Background: an optimization exercise with open tools, aiming at small area and a short achievable clock period. Do not read the settings as production practice.
The RTL was checked by simulation tests, not by an equivalence proof against the original design.
Power figures rest on the tool's default switching activity, not on a simulated workload.

exp/violet:
==> flow/design.v (excerpt) <==
module mult_top(
    input clk,
    input  [15:0] x,
    input  [15:0] y,
    output [31:0] p_out
    );
For scale: about 69 flip-flops, roughly 65 I/O pins.
export LEC_CHECK = 0
export ABC_AREA = 1
export CAP_MARGIN = 20
export CORE_MARGIN = 2
export CORE_UTILIZATION = 40
export CTS_BUF_LIST = sky130_fd_sc_hd__clkbuf_8
export SETUP_SLACK_MARGIN = 3.4
export SLEW_MARGIN = 20
create_clock -name core_clock -period 7.0 [get_ports {clk}]
standard.sh (not shown) runs the stock make flow with config.mk's settings and CLKGATE_MAP_FILE= SYNTH_SCRIPT=/design/flow/synth_recipe.tcl, a recipe that flattens the netlist after the stock synthesis.
==> flow/flow/run.sh <==
#!/bin/bash
# Layout flow: the standard ORFS flow (standard.sh) with two changes:
#  - Yosys's full/half adder extraction is off (ADDER_MAP_FILE empty), so ABC
#    maps the adders itself;
#  - the port buffers are sky130_fd_sc_hd__buf_2 instead of the delay buffer
#    buffer_ports picks by default.
# make's full output goes to flow_make.log; each tool's log is under orfs/logs/.
set -euo pipefail
cd "$(dirname "$0")/.."
bash standard.sh ADDER_MAP_FILE= "BUFFER_PORTS_ARGS=-buffer_cell sky130_fd_sc_hd__buf_2"  finish > flow_make.log 2>&1
### exp/violet -> exp/tundra
Settings: SETUP_SLACK_MARGIN changed from 3.4 to 3.3; CTS_CLUSTER_SIZE newly set to 30; CTS_CLUSTER_DIAMETER newly set to 100.
Findings:
Post-route fraction of the period consumed by the critical path, exp/tundra and exp/violet: lower on exp/tundra. Between exp/tundra and exp/violet, the global-route usage figures differ only marginally. met2 wire length for exp/tundra: about 1.6% down relative to exp/violet. Relative to exp/violet, stage delay of the slowest cell on the critical path decreased by 20 ps in exp/tundra.
Setup changes, exp/tundra to exp/indigo
Settings: CTS_CLUSTER_SIZE removed (was 30); CTS_CLUSTER_DIAMETER removed (was 100); CORE_UTILIZATION changed from 40 to 60.
==> run notes <==
In summary, exp/indigo completed successfully, with a layout that passed the timing, design-rule and antenna checks. [exp/indigo vs exp/tundra] combinational share of power: lower in exp/indigo. Measured against each other, exp/tundra and exp/indigo differ in fraction of power spent switching nets, the higher figure coming from exp/indigo. Comparing exp/tundra and exp/indigo, the lower peak supply drop is on exp/tundra. Between exp/indigo and exp/tundra, the final cell area excluding filler cells figures differ only marginally. Clock network fraction of design power ended up 2.5 points higher on exp/indigo than on exp/tundra. On synthesis-to-finish area growth, exp/tundra tracks exp/indigo almost exactly. Power: exp/indigo draws more than exp/tundra. Against exp/tundra as the reference, exp/indigo delivers a lower weighted congestion at the end of routability-driven global placement. Number of well taps, exp/tundra and exp/indigo, lower one = exp/indigo. On met1 layer usage reported by global route: between exp/tundra and exp/indigo, it ends up lower for exp/tundra. There was hardly any difference in total count of max-transition violations in the final report between exp/tundra and exp/indigo.

========
mult_top, a different RTL version from the one above (not shown whole).
For scale: about 890 cells after synthesis, about 67 flip-flops, about 65 I/O pins, ~0.0057 mm^2 of cells after synthesis.
export LEC_CHECK = 0
export ABC_AREA = 1
export CAP_MARGIN = 20
export CORE_MARGIN = 2
export CORE_UTILIZATION = 40
export SETUP_SLACK_MARGIN = 3.0
export SLEW_MARGIN = 20
create_clock -name core_clock -period 7.0 [get_ports {clk}]
==> flow/flow/run.sh <==
#!/bin/bash
# Layout flow: the standard ORFS flow (standard.sh) with these changes:
#  - synthesis runs flow/synth.tcl: synth_recipe.tcl with ABC using flow/abc.script;
#  - Yosys's full/half adder extraction is off (ADDER_MAP_FILE empty), so ABC
#    maps the adders itself;
#  - the port buffers are sky130_fd_sc_hd__buf_2 instead of the delay buffer
#    buffer_ports picks by default.
# make's full output goes to flow_make.log; each tool's log is under orfs/logs/.
set -euo pipefail
cd "$(dirname "$0")/.."
export FLOW_ABC_SCRIPT="$PWD/flow/abc.script"
sed "s#synth_recipe.tcl#flow/synth.tcl#" standard.sh > flow_standard.sh
bash flow_standard.sh ADDER_MAP_FILE= "BUFFER_PORTS_ARGS=-buffer_cell sky130_fd_sc_hd__buf_2" finish > flow_make.log 2>&1
==> flow/flow/abc.script <==
strash
dch
map -D 5000
topo
stime -c
buffer -c
upsize -c
dnsize -c
==> flow/flow/synth.tcl <==
# synth_recipe.tcl (the standard synthesis) with one change: the abc call uses
# flow/abc.script in place of ORFS's ABC script.
proc synth {args} { yosys synth -nofsm -noshare {*}$args }
proc abc {args} {
  set i [lsearch -exact $args -script]
  lset args [expr {$i + 1}] $::env(FLOW_ABC_SCRIPT)
  yosys abc {*}$args
}
source $::env(SCRIPTS_DIR)/synth.tcl
# left out here: clear keep_hierarchy, flatten, clean up, hide names made inside functions, write 1_2_yosys.v
Then changed:
==> flow/flow/run.sh (replaced) <==
#!/bin/bash
# Layout flow: the standard ORFS flow (standard.sh) with two changes:
#  - Yosys's full/half adder extraction is off (ADDER_MAP_FILE empty), so ABC
#    maps the adders itself;
#  - the port buffers are sky130_fd_sc_hd__buf_2 instead of the delay buffer
#    buffer_ports picks by default.
set -euo pipefail
cd "$(dirname "$0")/.."
bash standard.sh ADDER_MAP_FILE= "BUFFER_PORTS_ARGS=-buffer_cell sky130_fd_sc_hd__buf_2" finish > flow_make.log 2>&1
removed: flow/flow/abc.script
removed: flow/flow/synth.tcl
After rerunning: Setup slack improves by 0.54 ns. Non-clock buffer count goes down by 106. Power goes down by about 17%. Worst hold slack degrades by 0.026 ns. Clock skew barely changes.
Then changed:
==> flow/run.sh (new file) <==
#!/bin/bash
# synth_recipe.tcl (not shown) runs the flow's synth.tcl, then flattens the netlist and writes it again
# the make line also repeats each setting of config.mk as NAME=value (left out here)
make -C /OpenROAD-flow-scripts/flow DESIGN_CONFIG=/design/flow/config.mk WORK_HOME=/design/flow/orfs CLKGATE_MAP_FILE= SYNTH_SCRIPT=/design/flow/synth_recipe.tcl finish
- ABC_AREA: 1 -> 0
- SETUP_SLACK_MARGIN: 3.0 -> 3.5
removed: flow/flow/run.sh
removed: flow/standard.sh
The new run finished clean.
Clock power goes up by about 1%.
Power goes up by 29%.
Register-to-register slack is worse by 1.7 ns.
Synthesized area goes up by 8.1%.
Critical path depth goes up by 5.

-- static timing again, ports no longer ideal --
The results above use ideal ports. As a check the final layouts listed here were re-extracted and re-timed, cells and wires unchanged. Step 1 (the two cells are an assumption about what drives the block):
set clk [get_ports {clk}]
set_driving_cell -lib_cell sky130_fd_sc_hd__clkbuf_16 $clk
set_driving_cell -lib_cell sky130_fd_sc_hd__buf_2 [delete_from_list [all_inputs] $clk]
Step 2 moves the port delays by t, midway between the first and last clock arrival at a register: inputs arrive t later, outputs are due t later. That takes back most of the time a late clock gives input paths. Slacks: no drivers / after step 1 / after step 2; pairs: no drivers / after step 1.
run	shift t [ns]	setup WS [ns]	worst setup path after step 2	latest minus earliest clock arrival (ns)	worst data-port slew with drivers (ns)
exp/violet	0.379	3.599 / 3.602 / 3.224	input to register	0.013 / 0.013	0.04
exp/tundra	0.378	3.613 / 3.608 / 3.231	input to register	0.014 / 0.013	0.04
exp/indigo	0.384	3.540 / 3.533 / 3.149	input to register	0.009 / 0.009	0.04
the first run of note 2	0.376	2.746 / 2.724 / 2.348	input to register	0.005 / 0.005	0.08
the second run of note 2	0.373	3.286 / 3.289 / 2.916	input to register	0.008 / 0.008	0.04
the third run of note 2	0.378	1.893 / 1.893 / 1.893	register to register	0.007 / 0.007	0.06
After both steps every run listed still meets setup and hold. For the first run of note 2, which loses most, drivers alone change the setup slack by -0.022 ns; drivers and shift together by -0.398 ns.
